What follows belongs to an exercise in optimizing a design on an open flow for small area and a short achievable clock period; a production flow would make more cautious choices.
RTL that was checked went through simulation tests only; none was proved equivalent to the original.
Power figures rest on the tool's default switching activity, not on a simulated workload.

Design CPU, start of the top module:
module CPU (
    input wire clk,
    input wire rst_n,
    input wire [8-1:0] int_flag,
    output wire [16-1:0] inst_addr,
    input  wire [16-1:0] inst_data,
    output wire [16-1:0] mem_addr,
    output wire [16-1:0] mem_wd,
    input  wire [16-1:0] mem_rd,
    output wire            mem_ctrl
);
==> flow/config.mk <==
export PLATFORM = sky130hd
export DESIGN_NAME = CPU
export DESIGN_NICKNAME = CPU
export VERILOG_FILES = /design/flow/design.v
export SDC_FILE = /design/flow/constraint.sdc
export NUM_CORES = 4
export LEC_CHECK = 0
export ABC_AREA = 1
export CAP_MARGIN = 20
export CORE_MARGIN = 2
export CORE_UTILIZATION = 55
export SLEW_MARGIN = 20
==> flow/constraint.sdc <==
create_clock -name core_clock -period 10.5 [get_ports {clk}]
set_input_delay 2.1000 -clock core_clock [delete_from_list [all_inputs] [get_ports {clk}]]
set_output_delay 2.1000 -clock core_clock [all_outputs]
set_load 0.01 [all_outputs]
standard.sh (not shown) runs the stock make flow with config.mk's settings and CLKGATE_MAP_FILE= SYNTH_SCRIPT=/design/flow/synth_recipe.tcl, a recipe that flattens the netlist after the stock synthesis.
==> flow/flow/run.sh <==
#!/bin/bash
set -euo pipefail
bash standard.sh ADDER_MAP_FILE= "BUFFER_PORTS_ARGS=-buffer_cell sky130_fd_sc_hd__buf_2" SETUP_SLACK_MARGIN=6 finish > flow_standard.log 2>&1
Edit:
--- a/flow/design.v
+++ b/flow/design.v
@@ -11,12 +11,13 @@
 );
     reg [15:0] pc;
     reg [15:0] id_inst;
     reg        id_valid, id_inc;    
     reg [15:0] ex_a, ex_b;      
     reg [ 7:0] ex_imm;          
+    reg [15:0] ex_ab;           
     reg [ 2:0] ex_rd;
     reg [ 2:0] ex_op;           
     reg [ 1:0] ex_rwsel;        
     reg        ex_we;           
     reg        ex_mem;          
     reg        ex_sub;          
@@ -32,15 +33,15 @@
     reg        i_entry, i_ret;     
     reg        int_en;
     reg        gie_q;
     wire        sub     = ex_sub;
     wire [15:0] bb      = ex_b ^ {16{sub}};    
     wire [15:0] sum     = ex_a + bb + {15'b0, sub};
-    wire [ 5:0] addr_lo = {1'b0, ex_a[4:0]} + {1'b0, ex_imm[4:0]};
-    wire [10:0] addr_h1 = ex_a[15:5] + 1'b1;
-    wire [15:0] addr    = {addr_lo[5] ? addr_h1 : ex_a[15:5], addr_lo[4:0]};
+    wire [ 5:0] addr_lo = {1'b0, ex_ab[4:0]} + {1'b0, ex_imm[4:0]};
+    wire [10:0] addr_h1 = ex_ab[15:5] + 1'b1;
+    wire [15:0] addr    = {addr_lo[5] ? addr_h1 : ex_ab[15:5], addr_lo[4:0]};
     wire [15:0] prod    = ex_a * ex_b;
     wire        shr     = ex_op[0];
     reg  [15:0] sh_in, srl_o;
     integer n;
     always @(*) for (n = 0; n < 16; n = n + 1) sh_in[n] = shr ? ex_a[15-n] : ex_a[n];
     wire [15:0] sh_o    = (|ex_b[15:4]) ? 16'b0 : (sh_in << ex_b[3:0]);
@@ -195,12 +196,13 @@
     wire        a_prod = fwd_a & ex_mul;
     wire        b_prod = fwd_b & ex_mul & ~b_imm;
     wire [15:0] a_next = a_prod ? prod : a_o;
     wire [15:0] b_next = b_prod ? prod : b_o;
     always @(posedge clk) begin
         ex_a   <= a_next;
+        ex_ab  <= absel ? a_next : 16'b0;
         ex_b   <= b_next;
         ex_imm <= d_imm;
         ex_rd  <= rd;
         ex_op  <= d_op;
         ex_rwsel <= d_rwsel;
         ex_sub <= ((d_alu | d_alui) & (op[2:0] == 3'b001)) | d_beq | d_ble;
Effect:
- flip-flop and latch count increases by 16
- sequential share of layout area grows by 0.65 points
- global-route usage came out lower by 1.5 points
- routed wire length fell by 1.5%
- total power rose by 3.8%
No functional check of the RTL was part of the second run of this note.

* * *

Setup of the baseline:
CPU, a different RTL version from the one above (not shown whole).
Size in the first run: ~340 flip-flops, roughly 91 I/O pins, about 24000 µm² of cells after synthesis.
==> flow/config.mk <==
export PLATFORM = sky130hd
export DESIGN_NAME = CPU
export DESIGN_NICKNAME = CPU
export VERILOG_FILES = /design/flow/design.v
export SDC_FILE = /design/flow/constraint.sdc
export NUM_CORES = 4
export LEC_CHECK = 0
export ABC_AREA = 1
export CAP_MARGIN = 20
export CORE_MARGIN = 2
export CORE_UTILIZATION = 70
export SETUP_SLACK_MARGIN = 5
export SLEW_MARGIN = 20
==> flow/constraint.sdc <==
create_clock -name core_clock -period 10.5 [get_ports {clk}]
set_input_delay 2.1000 -clock core_clock [delete_from_list [all_inputs] [get_ports {clk}]]
set_output_delay 2.1000 -clock core_clock [all_outputs]
set_load 0.01 [all_outputs]
==> flow/flow/run.sh <==
#!/bin/bash
# Standard ORFS layout, with two changes to how it is made:
#  - synthesis leaves adders to ABC instead of mapping them onto the library's
#    full/half-adder cells (which are slow in sky130hd);
#  - ports are buffered with plain buffers instead of delay buffers.
set -euo pipefail
bash standard.sh ADDER_MAP_FILE= "BUFFER_PORTS_ARGS=-buffer_cell sky130_fd_sc_hd__buf_2" finish > flow_standard.log 2>&1
> inputs changed (the baseline -> the candidate)
--- a/flow/design.v
+++ b/flow/design.v
@@ -32,13 +32,15 @@
     reg        i_entry, i_ret;     
     reg        int_en;
     reg        gie_q;
     wire        sub     = ex_sub;
     wire [15:0] bb      = ex_b ^ {16{sub}};    
     wire [15:0] sum     = ex_a + bb + {15'b0, sub};
-    wire [15:0] addr    = ex_a + {11'b0, ex_imm[4:0]};
+    wire [ 5:0] addr_lo = {1'b0, ex_a[4:0]} + {1'b0, ex_imm[4:0]};
+    wire [10:0] addr_h1 = ex_a[15:5] + 1'b1;
+    wire [15:0] addr    = {addr_lo[5] ? addr_h1 : ex_a[15:5], addr_lo[4:0]};
     wire [15:0] prod    = ex_a * ex_b;
     wire        shr     = ex_op[0];
     reg  [15:0] sh_in, srl_o;
     integer n;
     always @(*) for (n = 0; n < 16; n = n + 1) sh_in[n] = shr ? ex_a[15-n] : ex_a[n];
     wire [15:0] sh_o    = (|ex_b[15:4]) ? 16'b0 : (sh_in << ex_b[3:0]);
@@ -53,13 +55,13 @@
             3'b100:  alu = ex_a | bb;
             3'b101: alu = ex_a ^ bb;
             3'b110: alu = sll_o;
             default: alu = srl_o;
         endcase
     end
-    wire eq = (sum == 16'b0);
+    wire eq = &(ex_a ^ bb);    
     wire lt = (ex_a[15] ^ ex_b[15]) ? ex_a[15] : sum[15];
     wire int_assert = i_entry | i_ret;
     wire jump_flag  = int_assert | ex_jal | ex_jr | (ex_beq & eq) | (ex_ble & lt);
     wire [15:0] jump_pc = int_assert ? (i_entry ? mtvec : mepc) :
                           ex_jr ? sum : {8'b0, ex_imm};
     reg [15:0] csr_rdata;
Reported for the candidate and the baseline, maximum buffer depth of the clock tree turned out identical to the last digit. Side by side, worst hold slack across all endpoints turned out lower in the candidate than in the baseline. Share of power burned in the clock network is lower on the baseline. In the flow results for the candidate and the baseline, the multi-input gate area in the final layout is smaller on the candidate. Total area of sequential cells: the baseline vs the candidate, no meaningful difference. Power after layout delta for the candidate relative to the baseline: 0.15 mW higher. The global-route usage on the baseline is in line with that on the candidate.

port drivers added, routing unchanged:
The flow's constraints put no driver on any port. The routed layouts listed below were extracted and timed again, unchanged, in two steps.
Step 1, drivers: a clkbuf_16 drives clk and a buf_2 each remaining input, both assumed.
Step 2 adds t to the input delays and takes it off the output delays; t is the mean of the earliest and latest rising clock arrival at the registers after step 1. Input paths then give back, and output paths get back, about the clock's delay inside the block.
Slacks: no drivers / after step 1 / after step 2; pairs: no drivers / after step 1.
run | t (ns) | setup WS [ns] | worst data-port slew with drivers (ns)
the first run of note 1 | 0.625 | 5.177 / 5.116 / 5.741 | 0.05
the second run of note 1 | 0.629 | 5.255 / 5.196 / 5.825 | 0.04
the baseline | 0.632 | 4.967 / 4.910 / 5.411 | 0.04
the candidate | 0.639 | 4.922 / 4.863 / 5.299 | 0.04
After both steps every run listed still meets setup and hold.
